From an optimization exercise on the open Yosys and OpenROAD flow, aimed at small area and a short achievable clock period; shortcuts taken in it are not production practice. The RTL was checked by simulation tests, not by an equivalence proof against the original design. Power is estimated from default activity; no workload was simulated.

==> flow/design.v <==
module Mat_Ops (clk, rst, choice, A, B, Result, C, AT, BB, FinResult);
	input clk;
	input rst;
	input [2:0] choice;
	input signed [255:0] A;
	input signed [255:0] B;
	output signed [255:0] Result;
	output signed [255:0] C;
	output signed [255:0] AT;
	output signed [255:0] BB;
	output signed [255:0] FinResult;
	reg signed [255:0] Result;
	reg signed [255:0] C;
	reg signed [255:0] AT;
	reg signed [255:0] BB;
	reg signed [255:0] FinResult;
	wire signed [255:0] Result_n;
	wire signed [255:0] C_n;
	wire signed [255:0] AT_n;
	wire signed [255:0] BB_n;
	wire signed [255:0] FinResult_n;
	genvar i, j;
	generate
	for (i = 0; i < 4; i = i + 1)
	begin : row
		for (j = 0; j < 4; j = j + 1)
		begin : col
			wire signed [15:0] A1      = A     [255-16*(4*i+j) -: 16];
			wire signed [15:0] AT_ji   = A     [255-16*(4*j+i) -: 16];
			wire signed [15:0] B1      = B     [255-16*(4*i+j) -: 16];
			wire signed [15:0] Result1 = Result[255-16*(4*i+j) -: 16];
			wire signed [15:0] AT1_i0  = AT    [255-16*(4*i+0) -: 16];
			wire signed [15:0] AT1_i1  = AT    [255-16*(4*i+1) -: 16];
			wire signed [15:0] AT1_i2  = AT    [255-16*(4*i+2) -: 16];
			wire signed [15:0] AT1_i3  = AT    [255-16*(4*i+3) -: 16];
			wire signed [15:0] BB1_0j  = BB    [255-16*(4*0+j) -: 16];
			wire signed [15:0] BB1_1j  = BB    [255-16*(4*1+j) -: 16];
			wire signed [15:0] BB1_2j  = BB    [255-16*(4*2+j) -: 16];
			wire signed [15:0] BB1_3j  = BB    [255-16*(4*3+j) -: 16];
			assign Result_n   [255-16*(4*i+j) -: 16] = A1 + B1;
			assign C_n        [255-16*(4*i+j) -: 16] = Result1 - B1;
			assign AT_n       [255-16*(4*i+j) -: 16] = AT_ji;
			assign BB_n       [255-16*(4*i+j) -: 16] = B1 * 16'sd2;
			assign FinResult_n[255-16*(4*i+j) -: 16] = AT1_i0 * BB1_0j + AT1_i1 * BB1_1j
			                                         + AT1_i2 * BB1_2j + AT1_i3 * BB1_3j;
		end
	end
	endgenerate
	always @ (posedge clk)
	begin
		if (rst)
		begin
			Result    <= 256'd0;
			C         <= 256'd0;
			AT        <= 256'd0;
			BB        <= 256'd0;
			FinResult <= 256'd0;
		end
		else
		begin
			case (choice)
			3'b000: Result    <= Result_n;
			3'b001: C         <= C_n;
			3'b010: AT        <= AT_n;
			3'b011: BB        <= BB_n;
			3'b100: FinResult <= FinResult_n;
			default: ;  
			endcase
		end
	end
endmodule
==> flow/run.sh <==
#!/bin/bash
# synth_recipe.tcl (not shown) runs the flow's synth.tcl, then flattens the netlist and writes it again
# the make line also repeats each setting of config.mk as NAME=value (left out here)
make -C /OpenROAD-flow-scripts/flow DESIGN_CONFIG=/design/flow/config.mk WORK_HOME=/design/flow/orfs CLKGATE_MAP_FILE= SYNTH_SCRIPT=/design/flow/synth_recipe.tcl finish
==> flow/config.mk <==
export PLATFORM = sky130hd
export DESIGN_NAME = Mat_Ops
export DESIGN_NICKNAME = Mat_Ops
export VERILOG_FILES = /design/flow/design.v
export SDC_FILE = /design/flow/constraint.sdc
export NUM_CORES = 8
export LEC_CHECK = 0
export CAP_MARGIN = 20
export CORE_MARGIN = 2
export CORE_UTILIZATION = 40
export SLEW_MARGIN = 20
==> flow/constraint.sdc <==
create_clock -name core_clock -period 13.0 [get_ports {clk}]
set_input_delay 2.6000 -clock core_clock [delete_from_list [all_inputs] [get_ports {clk}]]
set_output_delay 2.6000 -clock core_clock [all_outputs]
set_load 0.01 [all_outputs]
==> notes.md <==
Outcome:
- The run finished with no timing, DRC or antenna violations.

CTS:
- TritonCTS built the clock tree.
- After clock tree synthesis, the clock-pin slew on the worst setup and hold paths is roughly 60 ps.
- The clock latency on the worst-skew pair is around 1200 ps.
- The CTS H-tree depth is 4.
- The number of clock sinks is ~1200.
- The number of hold buffers added after CTS is 0.
- The number of clock buffers added by TritonCTS is 184.
- Post-CTS timing repair inserted 0 buffers for setup.
- The number of gates resized after CTS was 0.
- The buffer type at the clock tree root is sky130_fd_sc_hd__clkbuf_16.
- The maximum buffer depth of the clock tree is 4.

Power and ir drop:
- The portion of total power attributed to combinational logic is 0.343.
- Of the total power, registers draw 0.292.
- The net switching share of the total power is 0.4441.
- Dividing total power by cell area gives a power density of ~44 mW/mm².
- The worst voltage drop across the vdd grid is 0.0001224 V.
- The internal power is 8.548 mW.
- For this design the static power due to leakage is around 170 nW.
- The power share of the clock group is 0.365.
- The net switching power is ~6.8 mW.

Critical path:
- The most numerous cell type found on the critical path is sky130_fd_sc_hd__xnor2_1.
- Along the worst path, the maximum fanout reaches 19.
- The slowest stage of the critical path belongs to the cell sky130_fd_sc_hd__fa_1.
- The setup slack of the worst register-to-register path is between 1000 and 1500 ps.
- The reg-to-reg critical path endpoint is FinResult[143].
- STA classifies the critical path endpoint as a flip-flop.
- The reg-to-reg startpoint is AT[184].
- The path depth of the worst reg2reg path is 29.
- The critical path ends at FinResult[143].
- The critical path is of the flip-flop to flip-flop type.
- The arrival time at the worst endpoint is 12910 ps.
- The element type at the critical path start is a flip-flop.
- The most critical setup path has its startpoint at AT[184].
- For the worst setup path, the data required time is 14010 ps.
- For this run, the slowest stage of the critical path takes 1400 ps.

Drt:
- The remaining antenna violation count after routing is 0.
- The via total after detailed routing is 286100.
- The iteration-0 DRC count of the detailed router is 42380.
- After detailed routing, the number of remaining DRC violations is 0.
- The post-detailed-routing wire length is 2072000 µm.
- The count of TritonRoute iterations in the first routing pass is 6.
- The routed wirelength normalized by instance count is around 42 µm.
- Using the TritonRoute via totals, the vias-per-cell ratio works out to slightly below 6.

Synthesis:
- For this run, asynchronously set or reset flops after synthesis account for 0.
- The number of synthesized flops with an enable pin is 0.
- The most used flip-flop cell after synthesis is sky130_fd_sc_hd__dfxtp_1.
- The cell area that synthesis handed to floorplanning was around 0.3 mm².
- The proportion of synthesized chip area in sequential cells is 0.08153.
- Averaged over all synthesized cells, the footprint is 8.180 µm².
- Sorting the synthesized cells by area gives the leading types as sky130_fd_sc_hd__fa_1, sky130_fd_sc_hd__ha_1, sky130_fd_sc_hd__inv_1, sky130_fd_sc_hd__dfxtp_1, sky130_fd_sc_hd__nand2_1.
- The synthesized design spends more area on one cell type than any other, namely sky130_fd_sc_hd__fa_1.
- Counting flops and latches in the post-synthesis netlist gives 1248.
- For this run, the number of Yosys warnings is 1.
- The fraction of post-synthesis cell area in the top cell type by area is 0.3157.
- The synthesized netlist contains 49 unique library cells.
- Sorting the synthesized cells by how often they occur yields sky130_fd_sc_hd__inv_1, sky130_fd_sc_hd__nand2_1, sky130_fd_sc_hd__fa_1.
- The cell with the most instances after synthesis is sky130_fd_sc_hd__inv_1.
- The cell count after synthesis came out at 37460.

Floorplanning:
- For this configuration, the core starts out at a cell density of 0.4012.
- The placeable core area is 0.7639 mm².
- The count of boundary I/O pins is approximately 1800.
- The overall die width is 879.3 µm.
- The overall die height is slightly below 900 µm.
- The initialized floorplan defines 321 standard-cell rows.
- The total die area is approximately 0.77 mm².

GRT:
- The number of antenna violations at the first check in global routing is 523.
- The global-route wire length before repair is around 2700000 µm.
- Entering global routing, the biggest net connects 148 pins.
- After global routing the overflow that remains totals 0.
- For this run, the total global-route usage over all layers was measured as 0.5229.
- The via count of the first global-routing pass came to 275400.

Placement:
- The global placer's final weighted congestion is 1.155.
- After legalization and detailed placement, the total HPWL measured around 1700000 µm.
- The cell area reported after detailed placement is 0.3399 mm².
- The quantity of I/O buffers inserted on ports is 1764.
- At the placement stage, the worst setup path has a slack of around 1700 ps.

Worst hold path:
- The tightest min-delay check is of the flip-flop to flip-flop type.

Flow run:
- Across the run, the number of max-cap violations was 0.

Timing:
- The post-route clock skew is 181.0 ps.
- The ratio of final minimum period to clock period is 0.9155.
- The final-layout setup total negative slack is 0 ps.
- The worst slew margin relative to its limit is 0.04942.
- Setup repair after global routing left no endpoint under its margin.
- The final number of max-transition violations is 0.
- The number of hold violations in the final report came to 0.
- The final setup violation count is 0.
- The timing-limited maximum frequency is 84.02 MHz.
- The shortest clock period the worst path allows after layout is 11900 ps.
- The least setup slack across all paths after layout is ~1100 ps.
- At the pin with the least slew margin, the transition time is 1426 ps.

Final layout:
- The layout cell share with drive strength beyond 1 is 0.05026.
- The area overhead of the layout relative to synthesis is 13.36%.
- The final-stage net count is approximately 48000.
- After filler insertion, the fill cell instance count of the layout stands at slightly below 80000.
- The design area is 0.3474 mm².
## worst max-delay path: cells and delay by family (launching register included)
| family | cells | cell delay, ps |
|---|---|---|
| buffers and inverters | 5 | 1020 |
| adders and majority gates | 9 | 5860 |
| xor gates and xnor gates | 11 | 3060 |
| and+or+nand+nor | 1 | 160 |
| DFF | 1 | 1020 |
| AOI/OAI and AO/OA | 3 | 540 |
## flip-flops by register name (all words and copies together), names as in the netlist
name,flops
Result,256
FinResult,240
BB,240
C,256
AT,256
## metal layers
layer | up-vias | part of all wire | track usage
li1 | 113800 | - | -
met4 | 143 | 0.14 | 0.5551
met3 | 5564 | 0.14 | 0.2177
met5 | - | 0.00066 | 0.002153
met2 | 22180 | 0.38 | 0.6946
met1 | 144400 | 0.35 | 0.6058
## cell usage in the layout, fill, tap and decap left out, types with 187 or more instances in the layout
cell	synthesis	final
sky130_fd_sc_hd__inv_1	7918	7918
sky130_fd_sc_hd__nand2_1	6306	6304
sky130_fd_sc_hd__fa_1	4832	4829
sky130_fd_sc_hd__ha_1	4032	4031
sky130_fd_sc_hd__and2_1	3455	3453
sky130_fd_sc_hd__xnor2_1	2262	2139
sky130_fd_sc_hd__a21oi_1	1849	1837
sky130_fd_sc_hd__clkdlybuf4s50_1	0	1756
sky130_fd_sc_hd__buf_4	32	984
sky130_fd_sc_hd__dfxtp_1	1248	904
sky130_fd_sc_hd__o21ai_0	580	568
sky130_fd_sc_hd__nor2_1	570	560
sky130_fd_sc_hd__xor2_1	600	554
sky130_fd_sc_hd__diode_2	0	510
sky130_fd_sc_hd__a21o_1	308	308
sky130_fd_sc_hd__dfxtp_2	0	261
sky130_fd_sc_hd__nor3_1	222	216
sky130_fd_sc_hd__o21bai_1	209	208
sky130_fd_sc_hd__nor2b_1	198	198
sky130_fd_sc_hd__clkbuf_16	0	187
## per-stage QoR
step	util	power [mW]	hold slack, ps	instances
finish	0.4547	15.38	449.5	49260
global route	0.4535	15.43	469.2	48900
CTS	0.4530	15.00	451.3	48750
detailed placement	0.4449	9.490	442.6	48420
global placement	0.4440	9.467	439.3	48400
floorplan	-	6.376	476.1	37500
## kinds of logic (layout without fill, tap and decap cells)
group,Yosys count,after routing,synth area share
flops,1248,1248,0.08153
other cells,1,542,0.00001224
xor+xnor,2863,2863,0.08185
fa+ha+maj,8864,8864,0.4803
buf+inv,9984,11070,0.1231
compound gates,3401,3401,0.06373
simple gates,11100,11100,0.1695
## power groups by stage
stage	sequential [mW]	clock, mW	combinational [mW]
global route	4.44	5.69	5.29
floorplan	4.21	0	2.17
finish	4.49	5.61	5.28
CTS	4.43	5.57	5.00
detailed placement	4.51	0	4.98
global placement	4.52	0	4.95
## worst min-delay path by stage
stage	endpoint	slack, ps	cells past startpoint	start
4_1_cts	FinResult[69]	450	2	FinResult[69]
3_5_place_dp	FinResult[5]	440	2	FinResult[5]
3_3_place_gp	C[93]	440	2	C[93]
5_1_grt	FinResult[43]	470	2	FinResult[43]
2_1_floorplan	FinResult[139]	480	2	FinResult[139]
6_report	FinResult[77]	450	2	FinResult[77]
## layout make-up
type / instances / area [µm²] / share of cell area
clock buffer: 246 / 5251 / 0.01512
timing repair buffer: 2819 / 26470 / 0.07619
inverter: 7918 / 29720 / 0.08556
clock inverter: 84 / 884.6 / 0.002546
multi-input combinational: 26260 / 245400 / 0.7065
tap: 10170 / 12730 / 0.03664
sequential: 1248 / 25620 / 0.07376
antenna: 510 / 1276 / 0.003674

[re-timing with driven ports]
How much do the figures lean on ideal ports? The routed layout below was timed once more, with nothing changed but the port constraints.
Step 1 sets driving cells, clkbuf_16 on the clock port and buf_2 on the other inputs (assumed; they add their load-dependent delay and slew).
Step 2 also shifts input and output timing later by t, the mid clock arrival at the registers, as if the neighbouring blocks saw the same clock.
Three values: ideal, step 1, step 2; two values: the first two.
t (ns): 1.236
setup slack, ns: 1.098 / 1.098 / 1.098
worst register clock-pin slew, ns: 0.09 / 0.09
worst data-port slew with drivers (ns): 0.67
cell pins on the clock port's net: 1
After both steps setup and hold are still met in this run. The setup slack of this run moves by 0.000 ns with the drivers and by 0.000 ns with both steps.
